Background: an optimization exercise with open tools, aiming at small area, a short achievable clock period and few clock cycles per item. Do not read the settings as production practice. Where RTL was checked, it was by simulation tests only, not by an equivalence proof against the original. The RTL of runs 1 and 2 was laid out without a check of its function.

==> design/flow/design.v <==
module sha256_1(
	input  wire         CLK,
	input  wire         RST,
	input  wire         write_en,
	input  wire [639:0] block_in,
	input  wire [255:0] digest_in,
	output wire [255:0] digest_out_1,
	output wire [255:0] digest_out_2,
	output wire         valid_out
);
	localparam [6:0] LAST = 7'd73;
	reg  [6:0]  cnt;
	reg         valid_r;
	reg  [31:0] a, b, c, d, e, f, g, h;
	reg  [31:0] wr [0:15];
	reg  [31:0] pk;
	reg  [31:0] kr;
	reg  [31:0] hra;
	function [31:0] add32(input [31:0] x, input [31:0] y);
		reg [31:0] gg, pp;
		integer l, i, k;
		begin
			gg = x & y;
			pp = x ^ y;
			for (l = 0; l < 5; l = l + 1)
				for (i = 0; i < 32; i = i + 1)
					if ((i >> l) & 1) begin
						k = ((i >> l) << l) - 1;
						gg[i] = gg[i] | (pp[i] & gg[k]);
						pp[i] = pp[i] & pp[k];
					end
			add32 = x ^ y ^ {gg[30:0], 1'b0};
		end
	endfunction
	always @(posedge CLK or negedge RST) begin
		if (!RST) begin
			cnt     <= 7'd0;
			valid_r <= 1'b0;
		end else if (!write_en) begin
			cnt     <= 7'd0;
			valid_r <= 1'b0;
		end else if (cnt == LAST) begin
			cnt     <= 7'd0;
			valid_r <= 1'b1;
		end else begin
			cnt     <= cnt + 7'd1;
			valid_r <= 1'b0;
		end
	end
	wire ldc  = (cnt < 7'd2);
	wire ffc  = (cnt >= 7'd66) && (cnt <= 7'd69);
	wire capc = (cnt >= 7'd70);
	wire [1:0] sa = cnt[1:0] + {cnt[6], cnt[6]};
	wire [1:0] se = cnt[1:0];
	wire [31:0] al = sa[0] ? digest_in[255:224] : digest_in[223:192];
	wire [31:0] ah = sa[0] ? digest_in[191:160] : digest_in[159:128];
	wire [31:0] ha = sa[1] ? al : ah;
	wire [31:0] el = se[0] ? digest_in[127:96] : digest_in[95:64];
	wire [31:0] eh = se[0] ? digest_in[63:32]  : digest_in[31:0];
	wire [31:0] he = se[1] ? el : eh;
	wire [31:0] s0w = {wr[1][6:0], wr[1][31:7]} ^ {wr[1][17:0], wr[1][31:18]} ^ (wr[1] >> 3);
	wire [31:0] s1w = {wr[14][16:0], wr[14][31:17]} ^ {wr[14][18:0], wr[14][31:19]} ^ (wr[14] >> 10);
	wire [31:0] ws0 = s1w ^ wr[9] ^ s0w;
	wire [31:0] wc0 = ((s1w & wr[9]) | (s1w & s0w) | (wr[9] & s0w)) << 1;
	wire [31:0] ws1 = ws0 ^ wc0 ^ wr[0];
	wire [31:0] wc1 = ((ws0 & wc0) | (ws0 & wr[0]) | (wc0 & wr[0])) << 1;
	wire [31:0] wsum = add32(ffc ? d : ws1, ffc ? hra : wc1);
	reg  [31:0] bw;
	always @* begin
		case (cnt)
		7'd0: bw = block_in[639:608];
		7'd1: bw = block_in[607:576];
		7'd2: bw = block_in[575:544];
		7'd3: bw = block_in[543:512];
		7'd4: bw = block_in[511:480];
		7'd5: bw = block_in[479:448];
		7'd6: bw = block_in[447:416];
		7'd7: bw = block_in[415:384];
		7'd8: bw = block_in[383:352];
		7'd9: bw = block_in[351:320];
		7'd10: bw = block_in[319:288];
		7'd11: bw = block_in[287:256];
		7'd12: bw = block_in[255:224];
		7'd13: bw = block_in[223:192];
		7'd14: bw = block_in[191:160];
		7'd15: bw = block_in[159:128];
		7'd64, 7'd65, 7'd66, 7'd67: bw = he;
		7'd68: bw = block_in[127:96];
		7'd69: bw = block_in[95:64];
		7'd70: bw = block_in[63:32];
		7'd71: bw = block_in[31:0];
		default: bw = wsum;
		endcase
	end
	reg [31:0] kv;
	always @* begin
		case (cnt)
		7'd0: kv = 32'h428a2f98;
		7'd1: kv = 32'h71374491;
		7'd2: kv = 32'hb5c0fbcf;
		7'd3: kv = 32'he9b5dba5;
		7'd4: kv = 32'h3956c25b;
		7'd5: kv = 32'h59f111f1;
		7'd6: kv = 32'h923f82a4;
		7'd7: kv = 32'hab1c5ed5;
		7'd8: kv = 32'hd807aa98;
		7'd9: kv = 32'h12835b01;
		7'd10: kv = 32'h243185be;
		7'd11: kv = 32'h550c7dc3;
		7'd12: kv = 32'h72be5d74;
		7'd13: kv = 32'h80deb1fe;
		7'd14: kv = 32'h9bdc06a7;
		7'd15: kv = 32'hc19bf174;
		7'd16: kv = 32'he49b69c1;
		7'd17: kv = 32'hefbe4786;
		7'd18: kv = 32'h0fc19dc6;
		7'd19: kv = 32'h240ca1cc;
		7'd20: kv = 32'h2de92c6f;
		7'd21: kv = 32'h4a7484aa;
		7'd22: kv = 32'h5cb0a9dc;
		7'd23: kv = 32'h76f988da;
		7'd24: kv = 32'h983e5152;
		7'd25: kv = 32'ha831c66d;
		7'd26: kv = 32'hb00327c8;
		7'd27: kv = 32'hbf597fc7;
		7'd28: kv = 32'hc6e00bf3;
		7'd29: kv = 32'hd5a79147;
		7'd30: kv = 32'h06ca6351;
		7'd31: kv = 32'h14292967;
		7'd32: kv = 32'h27b70a85;
		7'd33: kv = 32'h2e1b2138;
		7'd34: kv = 32'h4d2c6dfc;
		7'd35: kv = 32'h53380d13;
		7'd36: kv = 32'h650a7354;
		7'd37: kv = 32'h766a0abb;
		7'd38: kv = 32'h81c2c92e;
		7'd39: kv = 32'h92722c85;
		7'd40: kv = 32'ha2bfe8a1;
		7'd41: kv = 32'ha81a664b;
		7'd42: kv = 32'hc24b8b70;
		7'd43: kv = 32'hc76c51a3;
		7'd44: kv = 32'hd192e819;
		7'd45: kv = 32'hd6990624;
		7'd46: kv = 32'hf40e3585;
		7'd47: kv = 32'h106aa070;
		7'd48: kv = 32'h19a4c116;
		7'd49: kv = 32'h1e376c08;
		7'd50: kv = 32'h2748774c;
		7'd51: kv = 32'h34b0bcb5;
		7'd52: kv = 32'h391c0cb3;
		7'd53: kv = 32'h4ed8aa4a;
		7'd54: kv = 32'h5b9cca4f;
		7'd55: kv = 32'h682e6ff3;
		7'd56: kv = 32'h748f82ee;
		7'd57: kv = 32'h78a5636f;
		7'd58: kv = 32'h84c87814;
		7'd59: kv = 32'h8cc70208;
		7'd60: kv = 32'h90befffa;
		7'd61: kv = 32'ha4506ceb;
		7'd62: kv = 32'hbef9a3f7;
		7'd63: kv = 32'hc67178f2;
		7'd68: kv = 32'h428a2f98;
		7'd69: kv = 32'h71374491;
		7'd70: kv = 32'hb5c0fbcf;
		7'd71: kv = 32'he9b5dba5;
		default: kv = 32'h00000000;
		endcase
	end
	wire [31:0] S1  = {e[5:0], e[31:6]} ^ {e[10:0], e[31:11]} ^ {e[24:0], e[31:25]};
	wire [31:0] S0  = {a[1:0], a[31:2]} ^ {a[12:0], a[31:13]} ^ {a[21:0], a[31:22]};
	wire [31:0] CH  = (e & f) ^ (~e & g);
	wire [31:0] MAJ = (a & b) | (a & c) | (b & c);
	wire [31:0] xs = pk ^ S1 ^ CH;
	wire [31:0] xc = ((pk & S1) | (pk & CH) | (S1 & CH)) << 1;
	wire [31:0] zs = xs ^ xc ^ S0;
	wire [31:0] zc = ((xs & xc) | (xs & S0) | (xc & S0)) << 1;
	wire [31:0] os = zs ^ zc ^ MAJ;
	wire [31:0] oc = ((zs & zc) | (zs & MAJ) | (zc & MAJ)) << 1;
	wire [31:0] anew = add32(os, oc);
	wire [31:0] qs = xs ^ xc ^ d;
	wire [31:0] qc = ((xs & xc) | (xs & d) | (xc & d)) << 1;
	wire [31:0] enew = add32(qs, qc);
	integer i;
	always @(posedge CLK) begin
		for (i = 0; i < 15; i = i + 1) wr[i] <= wr[i+1];
		wr[15] <= bw;
		if (capc) begin
			wr[7] <= d;
			wr[3] <= h;
		end
		hra <= ha;
		kr  <= kv;
		pk  <= add32(g ^ kr ^ wr[15], ((g & kr) | (g & wr[15]) | (kr & wr[15])) << 1);
		a <= ldc ? al : ffc ? wsum : anew;
		b <= a;
		c <= ldc ? ah : b;
		d <= c;
		e <= ldc ? el : ffc ? pk : enew;
		f <= e;
		g <= ldc ? eh : f;
		h <= g;
	end
	assign valid_out = valid_r;
	assign digest_out_2 = {a, b, c, d, e, f, g, h};
	assign digest_out_1 = {wr[7], wr[6], wr[5], wr[4], wr[3], wr[2], wr[1], wr[0]};
endmodule
==> design/flow/flow/run.sh <==
#!/bin/bash
# Standard layout, with the port buffers made of the smallest buffer cell.
set -euo pipefail
export BUFFER_PORTS_ARGS="-buffer_cell sky130_fd_sc_hd__buf_1"
bash standard.sh > standard_flow.log 2>&1
==> design/flow/standard.sh <==
#!/bin/bash
# synth_recipe.tcl (not shown) runs the flow's synth.tcl, then flattens the netlist and writes it again
# the make line also repeats each setting of config.mk as NAME=value (left out here)
make -C /OpenROAD-flow-scripts/flow DESIGN_CONFIG=/design/flow/config.mk WORK_HOME=/design/flow/orfs CLKGATE_MAP_FILE= SYNTH_SCRIPT=/design/flow/synth_recipe.tcl "${@:-finish}"
==> design/flow/config.mk <==
export PLATFORM = sky130hd
export DESIGN_NAME = sha256_1
export DESIGN_NICKNAME = sha256_1
export VERILOG_FILES = /design/flow/design.v
export SDC_FILE = /design/flow/constraint.sdc
export NUM_CORES = 4
export LEC_CHECK = 0
export CAP_MARGIN = 20
export CORE_AREA = 5 5 485 485
export DIE_AREA = 0 0 490 490
export PLACE_DENSITY = 0.6
export SLEW_MARGIN = 20
==> design/flow/constraint.sdc <==
create_clock -name core_clock -period 15.0 [get_ports {CLK}]
set_input_delay 3.0000 -clock core_clock [delete_from_list [all_inputs] [get_ports {CLK}]]
set_output_delay 3.0000 -clock core_clock [all_outputs]
set_load 0.01 [all_outputs]
==> summary.md, run 1 <==
| Metric | Value |
|---|---|
| Run status | no timing/DRC/antenna violations |
| Reg2Reg Setup Slack | about 8.4 ns |
| Async SR Flop Fraction | 0.009174 |
| CTS clk-pin slew, worst paths | ~0.06 ns |
| Worst EP required | 15.59 ns |
| Syn Inst Count | roughly 4200 |
| Fillers | 25270 |
| Via count | roughly 42000 |
| H-tree levels | 3 |
| Synth top area share | 0.4012 |
| Root buffer cell | clkbuf_16 |
| Die Area | about 240000 um2 |
| Post-route DRC | 0 |
| Setup crit start kind | flop |
| Syn_nets | around 5500 |
| Max-slew headroom | 0.1759 |
| Critical Setup Path Class | reg2reg |
| Crit-path max FO | 126 |
| Synth unique cells | between 80 and 90 |
| Worst-skew pair later-pin latency | about 0.74 ns |
| Count of final setup violators | 0 |
| Layout cells sized above 1 | 0.08192 |
| Worst-Margin Slew | approximately 1.2 ns |
| Seq cells post-synth | roughly 870 |
| Sequential share of the synthesized area | 0.4058 |
| Post-synth EDFFs | 0 |
| Max Freq | 152.2 MHz |
| Synth Warn # | 2 |
| Fin Hold WS | just over 0.3 ns |
| Final net count | between 6000 and 7000 |
| Core area | 229700 um2 |
| Antenna violations before repair | 200 |
| Largest net degree at the start of global routing | approximately 130 |
| Final HPWL DP | around 300 mm |
| Met2 WL | 173.5 mm |
| Post-synth top flop | dfxtp_1 |
| Max Transition Viols Final | 0 |
| Most frequent cell after synthesis | dfxtp_1 |
| Final core utilization | 0.2431 |
| Final Hold Viols | 0 |
| Synth area leader | dfxtp_1 |
| Worst EP arrival | ~7.2 ns |
| Die Width | around 490 um |
| Total wire length | between 300 and 400 mm |
| Clk buf depth | 3 |
| Via/cell ratio | about 4.8 |
| RSZ-0062 raised after global routing | false |
| Antenna viol nets, final | 0 |
| DR top layer | met5 |
| Num CTS Buffers | 93 |
| Setup TNS | 0 ns |
| CP endpoint kind | flop |
| Syn avg cell area | about 10 um2 |
| Max-cap violations | 0 |
| Routed length on met1 | around 140 mm |
| First-pass GRT wire length | ~450 mm |
| Synth top cells by count | dfxtp_1, nand2_1, xnor2_1 |
| Row cnt | roughly 180 |
| Synth area leaders | dfxtp_1, fa_1, xnor2_1 |
| Cts hold-fix bufs | 0 |
| Post-CTS setup buffers | 0 |
| Synthesized cell area | between 40000 and 50000 um2 |
| Worst hold path class | reg2reg |
| Gates resized, CTS repair | 0 |
| Grt total ovfl | 0 |
| Worst Skew | about 0.062 ns |
| CTS Sinks | between 800 and 900 |
| Pre-Repair DR Iteration Count | 6 |
| Total I/O pin count | between 1000 and 1500 |
| CTS tree | yes |
| Crit share post-route | 0.4381 |
| GP Congestion | 1.031 |
| Vias in the first global route | 42626 |
| Met3 routed WL | 23.81 mm |
| Global-route usage over all layers | 0.2856 |
| WL/cell | a little over 40 um |
| Initial core utilization | 0.1877 |
| Min cycle time layout | about 6.6 ns |
| IO buf count | roughly 1400 |
| Layout area overhead | 29.48% |
| 1st-iter DRT viols | ~3700 |
| Die Ht | about 490 um |
metal layers:
metal	track usage	up-vias
met5	0	-
met4	0.1534	72
met3	0.06214	689
met2	0.4954	2402
met1	0.3275	21230
li1	-	17984
final timing paths:
kind                           start  depth (start not counted)    endpoint
min reg2reg                wr[12][6]                          0   wr[11][6]
max                           cnt[1]                         23  wr[15][30]
min in group asynchronous        RST                          1      cnt[2]
max reg2reg                   cnt[1]                         23  wr[15][30]
max in group asynchronous        RST                          1      cnt[0]
min                        wr[12][6]                          0   wr[11][6]
worst max-delay path: stages (launching register included):
cell and delay (ns):
dfrtp_2 0.40, clkinv_1 0.16, buf_4 0.39, ha_1 0.22
buf_4 0.28, inv_1 0.15, nor2_4 0.12, buf_4 0.28
o211ai_1 0.20, buf_12 0.30, nand2_1 0.17, nand2_1 0.07
ha_1 0.21, fa_1 0.48, a211oi_1 0.35, o211ai_1 0.21
a41oi_1 0.59, o21ai_1 0.30, a211oi_2 0.39, a21oi_1 0.22
a211o_1 0.34, xor2_1 0.23, nor2_1 0.06, a21oi_1 0.17
final cells by class:
cell class | count | area (um2) | area share
antenna | 62 | 155.1 | 0.002779
clock buffer | 125 | 2608 | 0.04671
clock inverter | 41 | 505.5 | 0.009055
inverter | 166 | 623.1 | 0.01116
multi-input combinational | 2965 | 24320 | 0.4356
sequential | 872 | 17510 | 0.3136
tap | 3026 | 3786 | 0.06782
timing repair buffer | 1544 | 6320 | 0.1132
logic make-up after synthesis:
family                     share of synthesized area
AOI/OAI and AO/OA                             0.1653
xor gates and xnor gates                     0.07577
adders and majority gates                     0.1487
buffers and inverters                        0.03584
DFF                                           0.4058
muxes                                        0.07951
and+or+nand+nor                              0.08906
metrics by stage:
stage	worst slack (ns)	area [um2]	std cells
after global routing	8.200	55770	8779
after floorplan	9.388	43120	4247
after detailed placement	8.463	52550	8573
after CTS	8.408	55660	8739
final	8.429	55820	8801
after global placement	8.438	52540	8572
state kept, by name, indices dropped and copies added, names as in the netlist:
register,cells
a,32
b,32
c,32
cnt,7
d,32
e,32
f,32
g,32
h,32
hra,32
kr,32
pk,32
valid_r,1
wr,512
cell usage in the layout (no fill, tap or decap), types with 31 or more instances in the layout:
cell | Yosys | final
a211oi_1 | 38 | 36
a21o_1 | 57 | 57
a21oi_1 | 173 | 173
a221oi_1 | 83 | 83
a22o_1 | 77 | 77
a22oi_1 | 164 | 163
a31oi_1 | 34 | 34
buf_1 | 51 | 1411
buf_4 | 0 | 131
clkbuf_16 | 0 | 93
dfxtp_1 | 864 | 864
diode_2 | 0 | 62
fa_1 | 216 | 216
ha_1 | 142 | 141
inv_1 | 164 | 162
maj3_1 | 31 | 31
mux2_2 | 74 | 74
mux2i_1 | 158 | 158
mux4_2 | 45 | 45
nand2_1 | 440 | 438
nand3_1 | 63 | 62
nand4_1 | 34 | 34
nor2_1 | 223 | 205
nor3_1 | 50 | 45
o21ai_0 | 202 | 202
xnor2_1 | 273 | 272
xor2_1 | 100 | 100
==> inputs of run 2 (changes only) <==
==> design/flow/flow/run.sh (replaced) <==
#!/bin/bash
# Standard layout, with the port buffers made of the smallest buffer cell.
set -euo pipefail
export BUFFER_PORTS_ARGS="-buffer_cell sky130_fd_sc_hd__buf_1"
export SETUP_SLACK_MARGIN=10.5
bash standard.sh > standard_flow.log 2>&1
==> summary.md, run 2 <==
| Metric | Value |
|---|---|
| Antenna viol nets, final | 0 |
| Worst-skew pair later-pin latency | 0.73 ns |
| Initial core utilization | 0.1877 |
| Placed cell count | between 8000 and 9000 |
| Total wire length | approximately 360 mm |
| Largest net degree at the start of global routing | 89 |
| WL/cell | 40.58 um |
| Most common cell after layout, fill and taps aside | buf_1 |
| Total I/O pin count | roughly 1400 |
| Row cnt | 176 |
| Post-route DRC | 0 |
| Worst EP required | approximately 16 ns |
| GP Congestion | 1.017 |
| Final Hold Viols | 0 |
| H-tree levels | 3 |
| Most frequent cell after synthesis | dfxtp_1 |
| Grt total ovfl | 0 |
| Critical Setup Path Class | reg2reg |
| Synth top area share | 0.4012 |
| Crit share post-route | 0.3151 |
| RSZ-0062 raised after global routing | true |
| Crit-path max FO | 5 |
| Core area | about 230000 um2 |
| Pre-Repair DR Iteration Count | 7 |
| Fin Hold WS | about 0.32 ns |
| Max Transition Viols Final | 0 |
| Critical path buffer and inverter count | 4 |
| Antenna violations before repair | 183 |
| First-pass GRT wire length | approximately 460 mm |
| Seq cells post-synth | 872 |
| Max-cap violations | 0 |
| Setup WS pre-CTS | 7.984 ns |
| Final HPWL DP | between 300 and 400 mm |
| Async SR Flop Fraction | 0.009174 |
| Via count | ~43000 |
| Post-synth top flop | dfxtp_1 |
| Layout cells sized above 1 | 0.1782 |
| Min cycle time layout | 4.727 ns |
| CTS Sinks | a little under 900 |
| Setup crit start kind | flop |
| Reg with most FFs | wr |
| Synth area leader | dfxtp_1 |
| Synth top cells by count | dfxtp_1, nand2_1, xnor2_1 |
| Layout area overhead | 37.15% |
| CP endpoint kind | flop |
| Fin cells | a little under 9000 |
| Clk buf depth | 3 |
| CTS tree | yes |
| Max-slew headroom | 0.1071 |
| Vias in the first global route | between 40000 and 50000 |
| Max Freq | between 200 and 250 MHz |
| Top delay family on crit path | compound AO/OA/AOI/OAI gates |
| Most frequent cells in the layout | buf_1, dfxtp_1, nand2_1 |
| CTS clk-pin slew, worst paths | 0.07 ns |
| Run status | no timing/DRC/antenna violations |
| CP max stage delay | 0.56 ns |
| Global-route usage over all layers | 0.2879 |
| Die Width | approximately 500 um |
| Via/cell ratio | a little under 5 |
| Syn Inst Count | ~4200 |
| CP Cell Sequence | buf_16, ha_4, nand2b_4, a21oi_4, o211ai_1, buf_4, clkbuf_16, buf_16, nand2_4, nand2_4, ha_4, fa_2, a211oi_2, o211ai_1, a41oi_2, o21ai_4, a211oi_4, a21oi_2, a211o_1, xor2_2, o22ai_1, a21oi_1 |
| Count of final setup violators | 0 |
| Max FFs per register | about 510 |
| Syn avg cell area | roughly 10 um2 |
| Final core utilization | 0.2575 |
| Sequential share of the synthesized area | 0.4058 |
| CP max stage cell | dfrtp_4 |
| Root buffer cell | clkbuf_16 |
| Synth area leaders | dfxtp_1, fa_1, xnor2_1 |
| Syn_nets | about 5500 |
| Worst hold path class | reg2reg |
| Setup WS post-layout | 10.27 ns |
| Die Area | roughly 240000 um2 |
| 1st-iter DRT viols | around 4000 |
| Die Ht | just under 500 um |
| Synth Warn # | 2 |
| Final net count | approximately 7000 |
| IO buf count | around 1400 |
| Setup TNS | 0 ns |
| Post-synth EDFFs | 0 |
| Worst EP arrival | 5.27 ns |
| Worst Skew | approximately 0.038 ns |
| Worst-Margin Slew | roughly 1.3 ns |
| Num CTS Buffers | 94 |
| Synthesized cell area | 43120 um2 |
| Synth unique cells | between 80 and 90 |
## run 2: changes by cell type in the layout (fill, tap and decap cells not counted), sizes merged
cell and change:
clkinvlp +9, inv +6, diode +7, clkinv +5, buf +94, bufinv +2
clkbuf -6, bufbuf +8
## run 2: worst paths after layout
check | to | depth (start not counted) | from | slack [ns]
max | a[30] | 22 | cnt[2] | 10.27
min | wr[10][17] | 0 | wr[11][17] | 0.32
max reg2reg | a[30] | 22 | cnt[2] | 10.27
min reg2reg | wr[10][17] | 0 | wr[11][17] | 0.32
max in group asynchronous | cnt[0] | 1 | RST | 11.85
min in group asynchronous | valid_r | 1 | RST | 2.44
## run 2: stage by stage
stage | instance area [um2]
final | 59130
after global routing | 59080
after CTS | 57960
after detailed placement | 52540
after global placement | 52520
after floorplan | 43280
## run 2: per-layer routing
| metal | routed length [um] | track usage | vias up |
|---|---|---|---|
| li1 | - | - | 18210 |
| met1 | 134300 | 0.3239 | 21631 |
| met2 | 173700 | 0.4970 | 2646 |
| met3 | 26450 | 0.06779 | 782 |
| met4 | 27330 | 0.1674 | 62 |
| met5 | 409 | 0 | - |
## run 2: cell type report
type / count / area, um2
fill: 24858 / 170500
multi-input combinational: 2965 / 25470
sequential: 872 / 17870
timing repair buffer: 1654 / 7996
tap: 3026 / 3786
clock buffer: 111 / 2527
inverter: 166 / 654.4
clock inverter: 61 / 635.6
antenna: 69 / 172.7
timing repair inverter: 2 / 17.52
## run 2: what timing repair did
item,in CTS,in global routing
pin swaps,78,82
resized for setup,541,117
gates cloned,13,5
setup endpoints to repair,306,61
hold buffers,0,0
buffers inserted,57,41
## run 2: logic make-up (layout without fill, tap and decap cells)
family,after synthesis,count (layout),synth area share
buffers and inverters,410,1994,0.03584
adders and majority gates,389,389,0.1487
xor gates and xnor gates,373,373,0.07577
DFF,872,872,0.4058
muxes,277,277,0.07951
and+or+nand+nor,894,894,0.08906
other,0,69,0
AOI/OAI and AO/OA,1032,1032,0.1653
==> inputs of run 3 (changes only) <==
--- a/design/flow/design.v
+++ b/design/flow/design.v
@@ -32,24 +32,23 @@
 			add32 = x ^ y ^ {gg[30:0], 1'b0};
 		end
 	endfunction
+	wire [6:0] cnt_n = (!write_en || cnt == LAST) ? 7'd0 : cnt + 7'd1;
+	reg ldc, ffc, capc;
 	always @(posedge CLK or negedge RST) begin
 		if (!RST) begin
 			cnt     <= 7'd0;
 			valid_r <= 1'b0;
-		end else if (!write_en) begin
-			cnt     <= 7'd0;
-			valid_r <= 1'b0;
-		end else if (cnt == LAST) begin
-			cnt     <= 7'd0;
-			valid_r <= 1'b1;
+			ldc     <= 1'b1;
+			ffc     <= 1'b0;
+			capc    <= 1'b0;
 		end else begin
-			cnt     <= cnt + 7'd1;
-			valid_r <= 1'b0;
+			cnt     <= cnt_n;
+			valid_r <= write_en && cnt == LAST;
+			ldc     <= cnt_n < 7'd2;
+			ffc     <= cnt_n >= 7'd66 && cnt_n <= 7'd69;
+			capc    <= cnt_n >= 7'd70;
 		end
 	end
-	wire ldc  = (cnt < 7'd2);
-	wire ffc  = (cnt >= 7'd66) && (cnt <= 7'd69);
-	wire capc = (cnt >= 7'd70);
 	wire [1:0] sa = cnt[1:0] + {cnt[6], cnt[6]};
 	wire [1:0] se = cnt[1:0];
 	wire [31:0] al = sa[0] ? digest_in[255:224] : digest_in[223:192];
==> design/flow/flow/run.sh (replaced) <==
#!/bin/bash
# Standard layout, with the port buffers made of the smallest buffer cell.
set -euo pipefail
export BUFFER_PORTS_ARGS="-buffer_cell sky130_fd_sc_hd__buf_1"
bash standard.sh > standard_flow.log 2>&1
--- a/design/flow/config.mk
+++ b/design/flow/config.mk
@@ -7,6 +7,7 @@
 export LEC_CHECK = 0
 export CAP_MARGIN = 20
 export CORE_AREA = 5 5 485 485
+export CTS_BUF_LIST = sky130_fd_sc_hd__clkbuf_4 sky130_fd_sc_hd__clkbuf_8
 export DIE_AREA = 0 0 490 490
 export PLACE_DENSITY = 0.6
 export SLEW_MARGIN = 20
==> summary.md, run 3 <==
| Metric | Value |
|---|---|
| Fin Hold WS | 0.3016 ns |
| Synth area leader | dfxtp_1 |
| RR Endpoint | a[21] |
| Clk buf depth | 3 |
| Final net count | about 6800 |
| Top delay family on crit path | compound AO/OA/AOI/OAI gates |
| Die Ht | between 400 and 500 um |
| Fillers | between 20000 and 30000 |
| CP Cell Sequence | buf_4, buf_4, mux2_2, ha_1, fa_1, a211oi_1, o21a_1, nor3_2, o211a_1, or3b_1, a21oi_1, xnor2_1, a221oi_1, a21oi_1 |
| Core area | about 230000 um2 |
| Min cycle time layout | 5.737 ns |
| Worst hold path class | reg2reg |
| Largest net degree at the start of global routing | ~150 |
| Via/cell ratio | approximately 5 |
| Worst Skew | approximately 0.045 ns |
| WL/cell | between 40 and 50 um |
| Setup TNS | 0 ns |
| Syn avg cell area | 10.55 um2 |
| Antenna viol nets, final | 0 |
| Worst-Margin Slew | around 1.3 ns |
| H-tree levels | 4 |
| Seq cells post-synth | approximately 880 |
| Post-CTS setup buffers | 0 |
| Worst-skew pair later-pin latency | 0.92 ns |
| Crit-path max FO | 55 |
| Num CTS Buffers | ~150 |
| Worst EP required | between 15 and 20 ns |
| Row cnt | approximately 180 |
| Post-route DRC | 0 |
| Synth area leaders | dfxtp_1, fa_1, xnor2_1 |
| CP endpoint kind | flop |
| Antenna violations before repair | between 150 and 200 |
| Count of final setup violators | 0 |
| Async SR Flop Fraction | 0.01257 |
| Pre-Repair DR Iteration Count | 8 |
| Final HPWL DP | roughly 300 mm |
| Gates resized, CTS repair | 0 |
| CP max stage cell | buf_4 |
| Worst EP arrival | 6.57 ns |
| Min-delay src | wr[10][27] |
| Die Width | between 400 and 500 um |
| Run status | no timing/DRC/antenna violations |
| Critical Setup Path Class | reg2reg |
| Synth unique cells | 87 |
| Most frequent cell after synthesis | dfxtp_1 |
| Cts hold-fix bufs | 0 |
| CTS Sinks | 875 |
| Die Area | about 240000 um2 |
| RSZ-0062 raised after global routing | false |
| Layout cells sized above 1 | 0.1170 |
| Sequential share of the synthesized area | 0.4032 |
| Grt total ovfl | 0 |
| Post-synth EDFFs | 0 |
| Max-slew headroom | 0.1296 |
| Max FFs per register | ~500 |
| Initial core utilization | 0.1897 |
| Total wire length | 352.5 mm |
| Syn Inst Count | between 4000 and 5000 |
| Critical path buffer and inverter count | 2 |
| Vias in the first global route | 42954 |
| First-pass GRT wire length | roughly 450 mm |
| Max Transition Viols Final | 0 |
| Via count | 42751 |
| Reg2Reg Setup Slack | 9.26 ns |
| CTS tree | yes |
| CTS clk-pin slew, worst paths | approximately 0.060 ns |
| Crit share post-route | 0.3825 |
| Root buffer cell | clkbuf_8 |
| Syn_nets | ~5400 |
| Final Hold Viols | 0 |
| 1st-iter DRT viols | ~3800 |
| FF-to-FF Start | ffc |
| Synthesized cell area | around 44000 um2 |
| Most frequent cells in the layout | buf_1, dfxtp_1, xnor2_1 |
| Reg with most FFs | wr |
| CP max stage delay | approximately 0.65 ns |
| Max Freq | about 170 MHz |
| Worst Reg-to-Reg Cells | 14 |
| Setup crit start kind | flop |
| IO buf count | between 1000 and 1500 |
| Post-synth top flop | dfxtp_1 |
| Total I/O pin count | 1412 |
| Synth Warn # | 2 |
| Global-route usage over all layers | 0.2815 |
| Most common cell after layout, fill and taps aside | buf_1 |
| Synth top cells by count | dfxtp_1, xnor2_1, a21oi_1 |
| Hold Path End | wr[9][27] |
| Layout area overhead | 29.66% |
| Synth top area share | 0.3969 |
| Hold Path Stages | 0 |
| Max-cap violations | 0 |
| GP Congestion | 1.062 |
run 3: how the worst max path moves through the flow:
stage | start | to | slack [ns] | cells past startpoint
after floorplan | e[0] | a[30] | 10.41 | 17
after global placement | digest_in[45] | wr[15][13] | 7.87 | 6
after detailed placement | digest_in[118] | wr[15][22] | 8.72 | 7
after CTS | ffc | a[17] | 9.30 | 15
after global routing | ffc | a[17] | 9.03 | 15
final | ffc | a[21] | 9.26 | 14
run 3: worst register-to-register path: cells and delay by family (launching register included):
| family | cells | cell delay (ns) |
|---|---|---|
| fa+ha+maj | 2 | 0.69 |
| xor+xnor | 1 | 0.56 |
| simple gates | 2 | 0.58 |
| compound gates | 6 | 1.53 |
| flops | 1 | 0.63 |
| mux | 1 | 0.43 |
| buf+inv | 2 | 1.24 |
run 3: area by class of cell:
| class | instances | area (um2) | share of cell area |
|---|---|---|---|
| timing repair buffer | 1518 | 6126 | 0.1084 |
| tap | 3026 | 3786 | 0.06700 |
| sequential | 875 | 17600 | 0.3115 |
| multi-input combinational | 2837 | 24720 | 0.4375 |
| inverter | 173 | 649.4 | 0.01149 |
| clock buffer | 236 | 2960 | 0.05239 |
| antenna | 62 | 155.1 | 0.002746 |
| clock inverter | 46 | 508.0 | 0.008990 |
run 3: metal layers:
metal  track usage  wire length, um
met3       0.06851            25760
met1        0.3222           133500
met4        0.1373            20470
met2        0.4902           172300
met5             0              562
run 3: logic make-up after synthesis:
group,count (synthesis),synth area share
buffers and inverters,418,0.03741
multiplexers,348,0.09885
XOR/XNOR,361,0.07255
AND/OR/NAND/NOR,719,0.07732
flip-flops,875,0.4032
adder cells (fa/ha/maj),391,0.1477
AO/OA/AOI/OAI,1018,0.1630
run 3: through the flow:
step / instance area, um2 / worst slack [ns] / cells / utilization
5_1_grt: 56440 / 9.032 / 8746 / 0.2457
3_3_place_gp: 52670 / 7.868 / 8421 / 0.2293
2_1_floorplan: 43580 / 10.41 / 4130 / -
6_report: 56510 / 9.263 / 8773 / 0.2460
4_1_cts: 56340 / 9.300 / 8710 / 0.2453
3_5_place_dp: 52870 / 8.721 / 8428 / 0.2302
Testbench counts of run 3, summed over its fixed seeds: cycles 14,208, items 192.
==> inputs of run 4 (changes only) <==
==> design/flow/flow/run.sh (replaced) <==
#!/bin/bash
# Standard layout, with the port buffers made of the smallest buffer cell.
set -euo pipefail
export BUFFER_PORTS_ARGS="-buffer_cell sky130_fd_sc_hd__buf_1"
export SETUP_SLACK_MARGIN=10.5
bash standard.sh > standard_flow.log 2>&1
--- a/design/flow/config.mk
+++ b/design/flow/config.mk
@@ -7,7 +7,6 @@
 export LEC_CHECK = 0
 export CAP_MARGIN = 20
 export CORE_AREA = 5 5 485 485
-export CTS_BUF_LIST = sky130_fd_sc_hd__clkbuf_4 sky130_fd_sc_hd__clkbuf_8
 export DIE_AREA = 0 0 490 490
 export PLACE_DENSITY = 0.6
 export SLEW_MARGIN = 20
==> summary.md, run 4 <==
| Metric | Value |
|---|---|
| Run status | no timing/DRC/antenna violations |
| Hold Path Stages | 0 |
| Total wire length | approximately 360 mm |
| Most frequent cell after synthesis | dfxtp_1 |
| Via/cell ratio | 4.882 |
| Synth unique cells | 87 |
| Total I/O pin count | approximately 1400 |
| Sequential share of the synthesized area | 0.4032 |
| Synth Warn # | 2 |
| Initial core utilization | 0.1897 |
| Synth top area share | 0.3969 |
| CTS clk-pin slew, worst paths | 0.06 ns |
| Setup TNS | 0 ns |
| Synth area leader | dfxtp_1 |
| RSZ-0062 raised after global routing | true |
| CTS tree | yes |
| CTS Sinks | around 880 |
| Worst Skew | between 0.07 and 0.08 ns |
| Multi-input logic area | roughly 27000 um2 |
| Synth area leaders | dfxtp_1, fa_1, xnor2_1 |
| Crit share post-route | 0.3129 |
| Num CTS Buffers | approximately 100 |
| Antenna violations before repair | roughly 170 |
| Fin Hold WS | roughly 0.31 ns |
| Crit-path max FO | 7 |
| Worst-Margin Slew | roughly 1.1 ns |
| Seq cells post-synth | a little under 900 |
| Final Hold Viols | 0 |
| Via count | 43106 |
| Final HPWL DP | roughly 300 mm |
| Fillers | 24515 |
| RR Endpoint | e[30] |
| Antenna viol nets, final | 0 |
| Die Area | roughly 240000 um2 |
| CP endpoint kind | flop |
| Count of final setup violators | 0 |
| CP max stage cell | fa_2 |
| Pre-Repair DR Iteration Count | 6 |
| Layout area overhead | 39.90% |
| Critical Setup Path Class | reg2reg |
| Die Width | about 490 um |
| Layout cells sized above 1 | 0.2343 |
| Hold Path End | wr[9][23] |
| Syn avg cell area | between 10 and 15 um2 |
| Max FFs per register | 512 |
| Max-slew headroom | 0.2688 |
| WL/cell | around 41 um |
| Min cycle time layout | roughly 4.7 ns |
| Max-cap violations | 0 |
| Post-route DRC | 0 |
| Worst EP arrival | 5.33 ns |
| Core area | roughly 230000 um2 |
| Clk buf depth | 3 |
| Syn_nets | 5389 |
| Setup crit start kind | flop |
| Reg2Reg Setup Slack | 10.31 ns |
| Max Transition Viols Final | 0 |
| Final net count | approximately 6900 |
| Worst-skew pair later-pin latency | between 0.7 and 0.8 ns |
| Worst hold path class | reg2reg |
| Most common cell after layout, fill and taps aside | buf_1 |
| Async SR Flop Fraction | 0.01257 |
| Synth top cells by count | dfxtp_1, xnor2_1, a21oi_1 |
| Vias in the first global route | about 43000 |
| First-pass GRT wire length | 455.1 mm |
| Grt total ovfl | 0 |
| Most frequent cells in the layout | buf_1, dfxtp_1, buf_4 |
| Max Freq | approximately 210 MHz |
| CP Cell Sequence | buf_4, xor2_4, xnor2_4, fa_2, xor2_2, xor2_1, ha_1, a211oi_2, o211ai_1, a32o_2, buf_6, a32oi_4, a21oi_4, a41o_1, buf_6, o31ai_4, xor2_1, a222oi_1 |
| IO buf count | around 1400 |
| Post-synth EDFFs | 0 |
| GP Congestion | about 1.1 |
| FF-to-FF Start | e[13] |
| Fin cells | 8829 |
| Sequential cell area | 18210 um2 |
| Root buffer cell | clkbuf_16 |
| CP max stage delay | between 0.6 and 0.7 ns |
| H-tree levels | 3 |
| 1st-iter DRT viols | between 4000 and 5000 |
| Cts hold-fix bufs | 0 |
| Die Ht | between 400 and 500 um |
| Global-route usage over all layers | 0.2861 |
| Min-delay src | wr[10][23] |
| Worst EP required | 15.64 ns |
| Reg with most FFs | wr |
| Synthesized cell area | 43580 um2 |
| Worst Reg-to-Reg Cells | 18 |
| Placed cell count | about 8400 |
| Syn Inst Count | 4130 |
| Post-synth top flop | dfxtp_1 |
| Row cnt | between 150 and 200 |
| Largest net degree at the start of global routing | 86 |
run 4: cell counts after synthesis:
Identical to the previous run, type by type.
run 4: what timing repair did:
| action | 4_1_cts | 5_1_grt |
|---|---|---|
| pin swaps | 81 | 100 |
| setup endpoints to repair | 342 | 71 |
| resized for setup | 835 | 158 |
| buffers inserted | 95 | 48 |
run 4: critical path: cells and delay by family, from the launching register on:
kind | cells | cell delay [ns]
AOI/OAI and AO/OA | 8 | 1.92
adders and majority gates | 2 | 0.94
buffers and inverters | 3 | 0.42
xor gates and xnor gates | 5 | 0.94
DFF | 1 | 0.35
run 4: kinds of logic after synthesis:
family | share of synthesized area
compound gates | 0.1630
flops | 0.4032
simple gates | 0.07732
buf+inv | 0.03741
fa+ha+maj | 0.1477
xor+xnor | 0.07255
mux | 0.09885
run 4: per-layer routing:
metal | routed length (um) | share of wire | vias to the layer above | GRT usage
met2 | 171100 | 0.48 | 2633 | 0.4849
met5 | 401 | 0.0011 | - | 0
li1 | - | - | 18053 | -
met4 | 25360 | 0.071 | 64 | 0.1672
met1 | 136300 | 0.38 | 21608 | 0.3283
met3 | 26090 | 0.073 | 748 | 0.06838
run 4: metrics by stage:
step                        util  setup WS [ns]  instance area [um2]
after floorplan                -          10.51                43610
after CTS                 0.2596          10.26                59620
after detailed placement  0.2301          9.052                52860
final                     0.2654          10.31                60970
after global routing      0.2653          10.12                60930
after global placement    0.2295          8.026                52710
run 4: how the worst max path moves through the flow:
stage | cells after the start | start | end | slack [ns]
floorplan | 16 | e[3] | a[27] | 10.51
global placement | 8 | digest_in[34] | wr[15][2] | 8.03
detailed placement | 7 | digest_in[122] | wr[15][26] | 9.05
CTS | 19 | e[27] | a[31] | 10.26
global route | 17 | wr[1][7] | wr[15][15] | 10.12
finish | 18 | e[13] | e[30] | 10.31
run 4: area by class of cell:
cell class                      count  area share
Inverter                          173     0.01071
Tap cell                         3026     0.06210
Antenna cell                       67    0.002750
Timing Repair Buffer             1665      0.1318
Multi-Input combinational cell   2837      0.4371
Sequential cell                   875      0.2987
Clock buffer                      140     0.04718
Clock inverter                     46    0.009727
==> inputs of run 5 (changes only) <==
--- a/design/flow/config.mk
+++ b/design/flow/config.mk
@@ -8,5 +8,5 @@
 export CAP_MARGIN = 20
 export CORE_AREA = 5 5 485 485
 export DIE_AREA = 0 0 490 490
-export PLACE_DENSITY = 0.6
+export PLACE_DENSITY = 0.75
 export SLEW_MARGIN = 20
==> summary.md, run 5 <==
| Metric | Value |
|---|---|
| Worst-skew pair later-pin latency | between 0.7 and 0.8 ns |
| Largest net degree at the start of global routing | 76 |
| Post-synth EDFFs | 0 |
| Sequential share of the synthesized area | 0.4032 |
| Post-route DRC | 0 |
| Fin cells | between 8000 and 9000 |
| CTS clk-pin slew, worst paths | 0.06 ns |
| Final HPWL DP | about 300 mm |
| Setup crit start kind | input pin |
| Core area | approximately 230000 um2 |
| Crit share post-route | 0.3207 |
| RR Endpoint | a[27] |
| Crit-path max FO | 2 |
| Critical Setup Path Class | in2reg |
| Worst-Margin Slew | approximately 1.2 ns |
| Synth top area share | 0.3969 |
| Hold Path Stages | 0 |
| Total I/O pin count | between 1000 and 1500 |
| Max FFs per register | slightly above 500 |
| Setup TNS | 0 ns |
| Layout area overhead | 38.27% |
| Synth area leaders | dfxtp_1, fa_1, xnor2_1 |
| Worst EP arrival | about 5.4 ns |
| Antenna violations before repair | 153 |
| Post-synth top flop | dfxtp_1 |
| Num CTS Buffers | 102 |
| Min cycle time layout | between 4 and 5 ns |
| 1st-iter DRT viols | a little under 5000 |
| Most frequent cells in the layout | buf_1, dfxtp_1, buf_4 |
| Total wire length | around 350 mm |
| Max-slew headroom | 0.2324 |
| Run status | no timing/DRC/antenna violations |
| Die Ht | slightly below 500 um |
| Worst EP required | 15.60 ns |
| H-tree levels | 3 |
| Fillers | between 20000 and 25000 |
| Worst Skew | 0.07672 ns |
| Synthesized cell area | between 40000 and 50000 um2 |
| Multi-input logic area | 26110 um2 |
| Die Area | about 240000 um2 |
| CP endpoint kind | flop |
| Grt total ovfl | 0 |
| Layout cells sized above 1 | 0.2263 |
| Setup WS pre-CTS | 8.754 ns |
| Synth top cells by count | dfxtp_1, xnor2_1, a21oi_1 |
| Global-route usage over all layers | 0.2798 |
| CTS tree | yes |
| Syn Inst Count | 4130 |
| Sequential cell area | approximately 18000 um2 |
| FF-to-FF Start | e[15] |
| Via/cell ratio | 4.934 |
| Most common cell after layout, fill and taps aside | buf_1 |
| Max Transition Viols Final | 0 |
| Synth area leader | dfxtp_1 |
| Final Hold Viols | 0 |
| Syn_nets | 5389 |
| CP endpoint | wr[15][19] |
| Setup WS post-layout | between 10 and 15 ns |
| Fin Hold WS | around 0.30 ns |
| Synth Warn # | 2 |
| Reg with most FFs | wr |
| GP Congestion | 1.008 |
| Worst Reg-to-Reg Cells | 19 |
| Via count | between 40000 and 50000 |
| Initial core utilization | 0.1897 |
| Max Freq | a little over 200 MHz |
| Worst hold path class | reg2reg |
| IO buf count | approximately 1400 |
| Reg2Reg Setup Slack | about 10 ns |
| Pre-Repair DR Iteration Count | 9 |
| Synth unique cells | 87 |
| Antenna viol nets, final | 0 |
| Placed cell count | approximately 8400 |
| Final net count | ~6900 |
| Syn avg cell area | 10.55 um2 |
| Clk buf depth | 3 |
| Die Width | ~490 um |
| Root buffer cell | clkbuf_16 |
| Vias in the first global route | between 40000 and 50000 |
| Count of final setup violators | 0 |
| Async SR Flop Fraction | 0.01257 |
| CTS Sinks | a little under 900 |
| WL/cell | about 40 um |
| Max-cap violations | 0 |
| RSZ-0062 raised after global routing | true |
| Seq cells post-synth | just under 900 |
| Setup crit start | digest_in[83] |
| Row cnt | about 180 |
| Most frequent cell after synthesis | dfxtp_1 |
| First-pass GRT wire length | approximately 440 mm |
-- run 5: layout make-up --
cell class              count  area share
multi-input cells        2837      0.4333
flip-flops and latches    875      0.3014
repair buffers           1632      0.1283
diodes                     88    0.003654
inverters                 173     0.01090
well taps                3026     0.06283
clock buffers             126     0.04535
clock inverters            67     0.01426
-- run 5: cells by family after synthesis --
group / Yosys count / share of synthesized area
compound gates: 1018 / 0.1630
xor+xnor: 361 / 0.07255
fa+ha+maj: 391 / 0.1477
buf+inv: 418 / 0.03741
flops: 875 / 0.4032
mux: 348 / 0.09885
simple gates: 719 / 0.07732
-- run 5: worst min-delay path by stage --
stage	start	endpoint	slack, ns
after floorplan	wr[11][0]	wr[10][0]	0.31
after global placement	wr[11][15]	wr[10][15]	0.31
after detailed placement	wr[11][0]	wr[10][0]	0.31
after CTS	wr[13][1]	wr[12][1]	0.29
after global routing	wr[13][28]	wr[12][28]	0.31
final	wr[13][28]	wr[12][28]	0.30
-- run 5: worst max-delay path: stages --
cell and delay [ns]:
buf_1 0.10, mux4_2 0.55, a22oi_2 0.38, nand4_1 0.52
nor4_4 0.78, a21oi_1 0.08
-- run 5: routing by layer --
metal / wire (um) / up-vias / global-route usage
met5: 563 / - / 0.004762
met4: 29200 / 62 / 0.1937
met3: 32330 / 826 / 0.07985
met2: 163400 / 3175 / 0.4613
met1: 126100 / 21479 / 0.3117
li1: - / 17997 / -
-- run 5: repair_timing --
action                     in CTS  in global routing
setup buffers                  85                 32
hold buffers                    0                  0
pin swaps                      48                 62
setup endpoints to repair     348                 57
resized for setup             762                154
-- run 5: per-stage QoR --
stage,cell area [um2],util
after global placement,52660,0.2293
final,60260,0.2624
after floorplan,43610,-
after detailed placement,52800,0.2299
after global routing,60180,0.2620
after CTS,59060,0.2571
==> inputs of run 6 (changes only) <==
--- a/design/flow/config.mk
+++ b/design/flow/config.mk
@@ -7,6 +7,8 @@
 export LEC_CHECK = 0
 export CAP_MARGIN = 20
 export CORE_AREA = 5 5 485 485
+export CTS_CLUSTER_DIAMETER = 80
+export CTS_CLUSTER_SIZE = 30
 export DIE_AREA = 0 0 490 490
 export PLACE_DENSITY = 0.75
 export SLEW_MARGIN = 20
==> summary.md, run 6 <==
| Metric | Value |
|---|---|
| Synth area leaders | dfxtp_1, fa_1, xnor2_1 |
| Post-synth EDFFs | 0 |
| Total I/O pin count | around 1400 |
| Most common cell after layout, fill and taps aside | buf_1 |
| Die Width | roughly 490 um |
| Worst-skew pair later-pin latency | roughly 0.74 ns |
| Compound-cell area share of the yosys netlist | 0.1630 |
| Post-synthesis xor/xnor area fraction | 0.07255 |
| CP max stage cell | nor4_4 |
| Most frequent cells in the layout | buf_1, dfxtp_1, a21oi_1 |
| Post-route DRC | 0 |
| 1st-iter DRT viols | between 5000 and 6000 |
| Antenna viol nets, final | 0 |
| Fin cells | roughly 8800 |
| Async SR Flop Fraction | 0.01257 |
| Largest net degree at the start of global routing | 76 |
| Via count | about 43000 |
| Seq cells post-synth | between 800 and 900 |
| Global-route usage over all layers | 0.2787 |
| Post-synth top flop | dfxtp_1 |
| Crit-path max FO | 2 |
| Worst EP required | 15.58 ns |
| Pre-Repair DR Iteration Count | 6 |
| Synth area leader | dfxtp_1 |
| Vias in the first global route | between 40000 and 50000 |
| Worst-Margin Slew | 1.084 ns |
| Cts hold-fix bufs | 0 |
| Worst Skew | 0.06038 ns |
| Finished Cell Area | just under 60000 um2 |
| Worst hold path class | reg2reg |
| Fraction of the mapped netlist area in simple logic gates | 0.07732 |
| Worst EP arrival | 5.49 ns |
| Final Hold Viols | 0 |
| Synth Warn # | 2 |
| Final net count | between 6000 and 7000 |
| Syn avg cell area | 10.55 um2 |
| Max Freq | roughly 200 MHz |
| Num CTS Buffers | just over 70 |
| Setup TNS | 0 ns |
| Grt total ovfl | 0 |
| Setup crit start kind | input pin |
| CTS Sinks | just under 900 |
| Run status | no timing/DRC/antenna violations |
| Synth unique cells | 87 |
| Layout area overhead | 36.94% |
| First-pass GRT wire length | 442.1 mm |
| WL/cell | 40.08 um |
| Final HPWL DP | slightly below 300 mm |
| Max-slew headroom | 0.2772 |
| Synth top area share | 0.3969 |
| RSZ-0062 raised after global routing | true |
| Count of final setup violators | 0 |
| Root buffer cell | clkbuf_16 |
| Antenna violations before repair | between 150 and 200 |
| CTS tree | yes |
| Crit share post-route | 0.3272 |
| CTS clk-pin slew, worst paths | around 0.10 ns |
| Placed inst area | around 53000 um2 |
| Syn Inst Count | about 4100 |
| Total wire length | approximately 350 mm |
| Min cycle time layout | 4.908 ns |
| Layout cells sized above 1 | 0.2216 |
| Sequential share of the synthesized area | 0.4032 |
| H-tree levels | 3 |
| CP Cell Sequence | clkbuf_2, mux4_2, a22oi_2, nand4_1, nor4_4, a21oi_1 |
| Max FFs per register | roughly 510 |
| Clk buf depth | 3 |
| Die Ht | between 400 and 500 um |
| Critical path buffer and inverter count | 1 |
| Core area | approximately 230000 um2 |
| Multiplexer area fraction after synthesis | 0.09885 |
| Die Area | between 200000 and 250000 um2 |
| CP max stage delay | about 0.84 ns |
| Reg with most FFs | wr |
| Initial core utilization | 0.1897 |
| Placed cell count | about 8400 |
| Final core utilization | 0.2598 |
| Max-cap violations | 0 |
| Max Transition Viols Final | 0 |
| Synth top cells by count | dfxtp_1, xnor2_1, a21oi_1 |
| Critical Setup Path Class | in2reg |
| GP Congestion | around 1.0 |
| Syn_nets | between 5000 and 6000 |
| Most frequent cell after synthesis | dfxtp_1 |
| Synthesized cell area | 43580 um2 |
| CP endpoint kind | flop |
| Top delay family on crit path | simple AND/OR/NAND/NOR gates |
| Row cnt | about 180 |
| Via/cell ratio | 4.926 |
| IO buf count | 1411 |
| Largest family of logic cells by synthesized area | compound AO/OA/AOI/OAI gates |
| Post-Synth Adder-Cell Area | 0.1477 |
[run 6: cell counts after synthesis]
No cell type changed its count.
[run 6: worst register-to-register path: cells and delay by family, from the launching register on]
kind,cells,cell delay [ns]
AO/OA/AOI/OAI,4,0.69
adder cells (fa/ha/maj),4,1.84
buffers and inverters,4,0.37
flip-flops,1,0.43
XOR/XNOR,2,0.33
AND/OR/NAND/NOR,5,1.13
[run 6: layout make-up]
| class | count | area (um2) |
|---|---|---|
| inverter | 173 | 656.9 |
| sequential | 875 | 18150 |
| tap | 3026 | 3786 |
| antenna | 86 | 215.2 |
| clock buffer | 73 | 1805 |
| timing repair buffer | 1627 | 7687 |
| clock inverter | 56 | 978.4 |
| fill | 24537 | 170000 |
| multi-input combinational | 2837 | 26400 |
[run 6: final timing paths]
path | from | end | slack, ns | cells past startpoint
setup / recovery | digest_in[51] | wr[15][19] | 10.09 | 6
hold / removal | wr[2][14] | wr[1][14] | 0.33 | 0
setup reg to reg | e[10] | a[27] | 10.16 | 19
hold reg to reg | wr[2][14] | wr[1][14] | 0.33 | 0
max in group asynchronous | RST | cnt[3] | 12.07 | 1
min in group asynchronous | RST | ffc | 2.33 | 1
[run 6: repair_timing]
item / in CTS / in global routing
setup buffers: 85 / 28
resized for setup: 766 / 159
endpoints found under the setup margin: 330 / 61
pin swaps: 81 / 82
[run 6: metal layers]
metal	vias to the layer above	wire (um)	global-route usage
met1	21252	126100	0.3092
met3	811	32090	0.08277
met2	3076	161400	0.4578
li1	17903	-	-
met4	74	30720	0.1956
met5	-	526	0
[run 6: logic make-up after synthesis]
group	after synthesis
AOI/OAI and AO/OA	1018
DFF	875
and+or+nand+nor	719
buffers and inverters	418
adders and majority gates	391
xor gates and xnor gates	361
muxes	348
[run 6: metrics by stage]
step | hold WS (ns) | setup slack [ns]
after floorplan | 0.3096 | 10.51
after global placement | 0.3097 | 8.020
after detailed placement | 0.3121 | 8.754
after CTS | 0.3314 | 10.22
after global routing | 0.3308 | 9.991
final | 0.3299 | 10.09
==> inputs of run 7 (changes only) <==
==> design/flow/flow/run.sh (replaced) <==
#!/bin/bash
# Standard layout, with the port buffers made of the smallest buffer cell.
set -euo pipefail
export BUFFER_PORTS_ARGS="-buffer_cell sky130_fd_sc_hd__buf_1"
export SETUP_SLACK_MARGIN=11.0
bash standard.sh > standard_flow.log 2>&1
--- a/design/flow/config.mk
+++ b/design/flow/config.mk
@@ -7,8 +7,6 @@
 export LEC_CHECK = 0
 export CAP_MARGIN = 20
 export CORE_AREA = 5 5 485 485
-export CTS_CLUSTER_DIAMETER = 80
-export CTS_CLUSTER_SIZE = 30
 export DIE_AREA = 0 0 490 490
-export PLACE_DENSITY = 0.75
+export PLACE_DENSITY = 0.6
 export SLEW_MARGIN = 20
==> summary.md, run 7 <==
| Metric | Value |
|---|---|
| Synth top area share | 0.3969 |
| Row cnt | approximately 180 |
| First-pass GRT wire length | between 400 and 500 mm |
| Setup WS pre-CTS | roughly 9 ns |
| Async SR Flop Fraction | 0.01257 |
| Pre-Repair DR Iteration Count | 10 |
| Synthesized cell area | ~44000 um2 |
| Critical Setup Path Class | reg2reg |
| Fin cells | roughly 9000 |
| Synth top cells by count | dfxtp_1, xnor2_1, a21oi_1 |
| Initial core utilization | 0.1897 |
| Layout area overhead | 57.74% |
| Antenna viol nets, final | 0 |
| Worst-Margin Slew | ~1.1 ns |
| Reg with most FFs | wr |
| Via count | around 45000 |
| Final net count | about 7200 |
| H-tree levels | 3 |
| Seq cells post-synth | between 800 and 900 |
| Max Freq | 205.8 MHz |
| Run status | no timing/DRC/antenna violations |
| Worst EP arrival | around 5.5 ns |
| Die Ht | just under 500 um |
| CTS clk-pin slew, worst paths | around 0.070 ns |
| CP endpoint kind | flop |
| Synth Warn # | 2 |
| Synth area leader | dfxtp_1 |
| 1st-iter DRT viols | ~4400 |
| Cts hold-fix bufs | 0 |
| CTS tree | yes |
| Die Area | approximately 240000 um2 |
| Min cycle time layout | a little under 5 ns |
| CTS Sinks | between 800 and 900 |
| Worst Skew | between 0.06 and 0.07 ns |
| Syn_nets | around 5400 |
| Most frequent cells in the layout | buf_1, buf_6, buf_4 |
| Layout cells sized above 1 | 0.3953 |
| Sequential share of the synthesized area | 0.4032 |
| Post-synth EDFFs | 0 |
| WL/cell | about 40 um |
| Num CTS Buffers | ~100 |
| Setup crit start kind | flop |
| Synth unique cells | 87 |
| Die Width | around 490 um |
| Final Hold Viols | 0 |
| Placed cell count | approximately 8400 |
| Setup WS post-layout | about 10 ns |
| Total wire length | about 370 mm |
| Antenna violations before repair | between 150 and 200 |
| Max-slew headroom | 0.2723 |
| Worst EP required | 15.63 ns |
| Global-route usage over all layers | 0.2940 |
| Most common cell after layout, fill and taps aside | buf_1 |
| Setup TNS | 0 ns |
| Placed inst area | about 53000 um2 |
| Total I/O pin count | between 1000 and 1500 |
| Crit-path max FO | 4 |
| Grt total ovfl | 0 |
| Post-synth top flop | dfxtp_1 |
| Post-route DRC | 0 |
| Vias in the first global route | ~45000 |
| Synth area leaders | dfxtp_1, fa_1, xnor2_1 |
| Max Transition Viols Final | 0 |
| Most frequent cell after synthesis | dfxtp_1 |
| Syn Inst Count | between 4000 and 5000 |
| GP Congestion | 1.040 |
| IO buf count | 1411 |
| Syn avg cell area | between 10 and 15 um2 |
| Crit share post-route | 0.3239 |
| Finished Cell Area | about 69000 um2 |
| Largest net degree at the start of global routing | slightly below 80 |
| Max FFs per register | approximately 510 |
| Count of final setup violators | 0 |
| Worst hold path class | reg2reg |
| Core area | 229700 um2 |
| Worst-skew pair later-pin latency | 0.78 ns |
| Root buffer cell | clkbuf_16 |
| Via/cell ratio | just under 5 |
| RSZ-0062 raised after global routing | true |
| Clk buf depth | 3 |
| Final HPWL DP | ~300 mm |
| Max-cap violations | 0 |
-- run 7: logic make-up (layout without fill, tap and decap cells) --
family,Yosys count,count (layout),share of synthesized area
XOR/XNOR,361,361,0.07255
AO/OA/AOI/OAI,1018,1018,0.1630
flip-flops,875,875,0.4032
buffers and inverters,418,2358,0.03741
other,0,76,0
multiplexers,348,348,0.09885
AND/OR/NAND/NOR,719,720,0.07732
adder cells (fa/ha/maj),391,391,0.1477
-- run 7: worst paths after layout --
path,startpoint,endpoint,slack [ns],cells past startpoint
worst max-delay path,e[14],a[27],10.14,17
worst min-delay path,wr[13][3],wr[12][3],0.29,0
worst max register to register,e[14],a[27],10.14,17
worst min register to register,wr[13][3],wr[12][3],0.29,0
max in group asynchronous,RST,cnt[4],12.17,1
min in group asynchronous,RST,capc,2.29,1
-- run 7: final cells by class --
type	instances	area (um2)
repair buffers	1995	14300
clock inverters	64	923.4
flip-flops and latches	875	18970
inverters	173	653.1
fillers	23684	160900
well taps	3026	3786
multi-input cells	2838	27130
clock buffers	126	2793
diodes	76	190.2
-- run 7: repair_timing --
item | in CTS | in global routing
gates cloned | 2 | 0
endpoints found under the setup margin | 601 | 602
setup buffers | 400 | 87
pin swaps | 134 | 119
gates resized for setup | 2351 | 196
-- run 7: stage by stage --
stage | utilization | hold slack, ns
after global placement | 0.2301 | 0.3095
after global routing | 0.2990 | 0.2847
after CTS | 0.2913 | 0.2627
after floorplan | - | 0.3096
final | 0.2993 | 0.2852
after detailed placement | 0.2308 | 0.3121
-- run 7: metal layers --
metal,share of wire,vias to the layer above,wire length (um),global-route usage
li1,-,18720,-,-
met1,0.38,22500,139300,0.3361
met2,0.47,2735,175100,0.4972
met3,0.074,892,27320,0.07090
met4,0.075,80,27630,0.1766
met5,0.0014,-,521,0.0001984
-- run 7: worst max-delay path, stage by stage (launching register included) --
cell and delay, ns:
dfxtp_4 0.42, xor2_2 0.19, xnor2_1 0.16, fa_1 0.44, inv_1 0.13, fa_1 0.45, fa_1 0.53, ha_1 0.33
nand3_1 0.09, a21oi_2 0.16, o21ai_4 0.10, or3_4 0.43, a2111oi_4 0.29, buf_4 0.20, o211ai_1 0.12, nand3b_1 0.11
or3b_1 0.36, a31oi_1 0.19
==> inputs of run 8 (changes only) <==
==> design/flow/flow/run.sh (replaced) <==
#!/bin/bash
# Standard layout, with the port buffers made of the smallest buffer cell.
set -euo pipefail
export BUFFER_PORTS_ARGS="-buffer_cell sky130_fd_sc_hd__buf_1"
export SETUP_SLACK_MARGIN=10.0
bash standard.sh > standard_flow.log 2>&1
--- a/design/flow/config.mk
+++ b/design/flow/config.mk
@@ -8,5 +8,5 @@
 export CAP_MARGIN = 20
 export CORE_AREA = 5 5 485 485
 export DIE_AREA = 0 0 490 490
-export PLACE_DENSITY = 0.6
+export PLACE_DENSITY = 0.75
 export SLEW_MARGIN = 20
==> summary.md, run 8 <==
| Metric | Value |
|---|---|
| Final HPWL DP | roughly 290 mm |
| Reg with most FFs | wr |
| Most common cell after layout, fill and taps aside | buf_1 |
| CP endpoint kind | primary output |
| Antenna viol nets, final | 0 |
| Critical path buffer and inverter count | 1 |
| Clk buf depth | 3 |
| Fin Hold WS | ~0.3 ns |
| Critical Setup Path Class | reg2out |
| Total wire length | between 300 and 400 mm |
| Pre-Repair DR Iteration Count | 7 |
| Setup WS pre-CTS | 9.195 ns |
| Final net count | ~6800 |
| Root buffer cell | clkbuf_16 |
| Synth Warn # | 2 |
| Placed cell count | about 8400 |
| Syn avg cell area | 10.55 um2 |
| Max Transition Viols Final | 0 |
| Synth area leader | dfxtp_1 |
| Worst hold path class | reg2reg |
| Run status | no timing/DRC/antenna violations |
| Post-route DRC | 0 |
| Largest net degree at the start of global routing | between 90 and 100 |
| Num CTS Buffers | 92 |
| Global-route usage over all layers | 0.2685 |
| Min cycle time layout | about 5.0 ns |
| Syn Inst Count | between 4000 and 5000 |
| Post-synth top flop | dfxtp_1 |
| GP Congestion | between 1 and 1.5 |
| Via/cell ratio | between 4 and 5 |
| Syn_nets | approximately 5400 |
| Max FFs per register | 512 |
| Fillers | approximately 25000 |
| Seq cells post-synth | between 800 and 900 |
| IO buf count | roughly 1400 |
| Max-slew headroom | 0.2080 |
| Total I/O pin count | between 1000 and 1500 |
| Cts hold-fix bufs | 0 |
| RSZ-0062 raised after global routing | true |
| Final Hold Viols | 0 |
| Grt total ovfl | 0 |
| Layout area overhead | 30.97% |
| Met2 Usage GRT | 0.4373 |
| H-tree levels | 3 |
| M3 GR Usage | 0.07124 |
| Setup WS post-layout | about 10 ns |
| Fin cells | 8718 |
| Placed inst area | between 50000 and 60000 um2 |
| Worst Skew | between 0.07 and 0.08 ns |
| Crit share post-route | 0.3319 |
| Die Ht | slightly below 500 um |
| Layout cells sized above 1 | 0.1211 |
| Row cnt | around 180 |
| WL/cell | between 30 and 40 um |
| Max-cap violations | 0 |
| CTS tree | yes |
| Worst EP required | 12.00 ns |
| Worst-Margin Slew | approximately 1.2 ns |
| Setup TNS | 0 ns |
| Top delay family on crit path | flip-flops |
| Async SR Flop Fraction | 0.01257 |
| Synth area leaders | dfxtp_1, fa_1, xnor2_1 |
| Synth top cells by count | dfxtp_1, xnor2_1, a21oi_1 |
| Crit-path max FO | 6 |
| Sequential share of the synthesized area | 0.4032 |
| Antenna violations before repair | between 150 and 200 |
| Synth top area share | 0.3969 |
| CP max stage cell | dfxtp_1 |
| Setup crit start kind | flop |
| Core area | ~230000 um2 |
| CP max stage delay | around 1 ns |
| Finished Cell Area | between 50000 and 60000 um2 |
| CTS Sinks | approximately 880 |
| Post-synth EDFFs | 0 |
| First-pass GRT wire length | 425.7 mm |
| 1st-iter DRT viols | 4949 |
| Die Width | 490 um |
| Worst EP arrival | just under 2 ns |
| Count of final setup violators | 0 |
| Die Area | between 200000 and 250000 um2 |
| Via count | about 43000 |
| Max Freq | approximately 200 MHz |
| Vias in the first global route | around 41000 |
| Worst-skew pair later-pin latency | between 0.7 and 0.8 ns |
| CP Cell Sequence | buf_1 |
| Most frequent cells in the layout | buf_1, dfxtp_1, xnor2_1 |
| Met1 GRT Util | 0.3045 |
| Initial core utilization | 0.1897 |
| Gr busiest metal | met2 |
| Most frequent cell after synthesis | dfxtp_1 |
| CTS clk-pin slew, worst paths | about 0.07 ns |
| Synthesized cell area | between 40000 and 50000 um2 |
| Synth unique cells | 87 |
[run 8: cell families after synthesis]
family / Yosys count / share of synthesized area
AO/OA/AOI/OAI: 1018 / 0.1630
flip-flops: 875 / 0.4032
AND/OR/NAND/NOR: 719 / 0.07732
buffers and inverters: 418 / 0.03741
adder cells (fa/ha/maj): 391 / 0.1477
XOR/XNOR: 361 / 0.07255
multiplexers: 348 / 0.09885
[run 8: metrics by stage]
stage,utilization
floorplan,-
detailed placement,0.2299
finish,0.2485
global route,0.2481
global placement,0.2295
CTS,0.2457
[run 8: area by class of cell]
class | instances | area (um2) | area share
timing repair buffer | 1535 | 6352 | 0.1113
multi-input combinational | 2838 | 24990 | 0.4379
clock inverter | 59 | 827.0 | 0.01449
tap | 3026 | 3786 | 0.06633
clock buffer | 112 | 2497 | 0.04375
sequential | 875 | 17720 | 0.3105
antenna | 100 | 250.2 | 0.004384
inverter | 173 | 649.4 | 0.01138
[run 8: repair_timing]
item | CTS | global route
resized for setup | 80 | 72
pin swaps | 7 | 8
buffers inserted | 4 | 12
gates cloned | 1 | 0
setup endpoints to repair | 57 | 27
[run 8: layer usage]
metal / vias up / wire length [um]
met1: 20765 / 124300
met3: 863 / 29350
li1: 17821 / -
met2: 3098 / 153800
met5: - / 551
met4: 84 / 30210
[run 8: final timing paths]
kind                            start           endpoint  slack, ns  cells after the start
max in group asynchronous         RST               capc      12.15                      1
setup reg to reg           wr[14][20]              a[21]      10.08                     15
min in group asynchronous         RST             cnt[0]       2.32                      1
setup / recovery                a[10]  digest_out_2[234]      10.02                      1
hold reg to reg            wr[13][27]         wr[12][27]       0.30                      0
hold / removal             wr[13][27]         wr[12][27]       0.30                      0

## separate check: timing with driven ports
No port has a modelled driver above. Below, the same layouts with a new extraction and two added sets of constraints. Step 1 assumes that a clkbuf_16 drives the clock port and a buf_2 every other input. Step 2 also shifts input and output timing later by t, the mid clock arrival at the registers, as if the neighbouring blocks saw the same clock. Three values: no drivers, after step 1, after step 2; two values: the first two.
run	t, ns	setup WS [ns]	worst setup path at the end	clock arrival spread, ns	worst data-port slew with drivers (ns)
run 1	0.797	8.429 / 8.429 / 8.429	register to register	0.062 / 0.062	0.38
run 2	0.788	10.273 / 10.273 / 9.658	input to register	0.051 / 0.051	0.40
run 3	0.977	9.263 / 9.263 / 8.606	input to register	0.052 / 0.052	0.42
run 4	0.837	10.307 / 10.307 / 9.555	input to register	0.083 / 0.083	0.38
run 5	0.833	10.189 / 10.182 / 9.409	input to register	0.088 / 0.087	0.42
run 6	0.815	10.092 / 10.138 / 9.324	input to register	0.060 / 0.061	0.47
run 7	0.844	10.142 / 10.142 / 9.530	input to register	0.075 / 0.075	0.38
run 8	0.808	10.021 / 9.935 / 9.314	input to register	0.083 / 0.083	0.41
After both steps setup and hold are still met in every run listed. The setup slack of run 5, which loses most, moves by -0.007 ns with the drivers and by -0.780 ns with both steps.
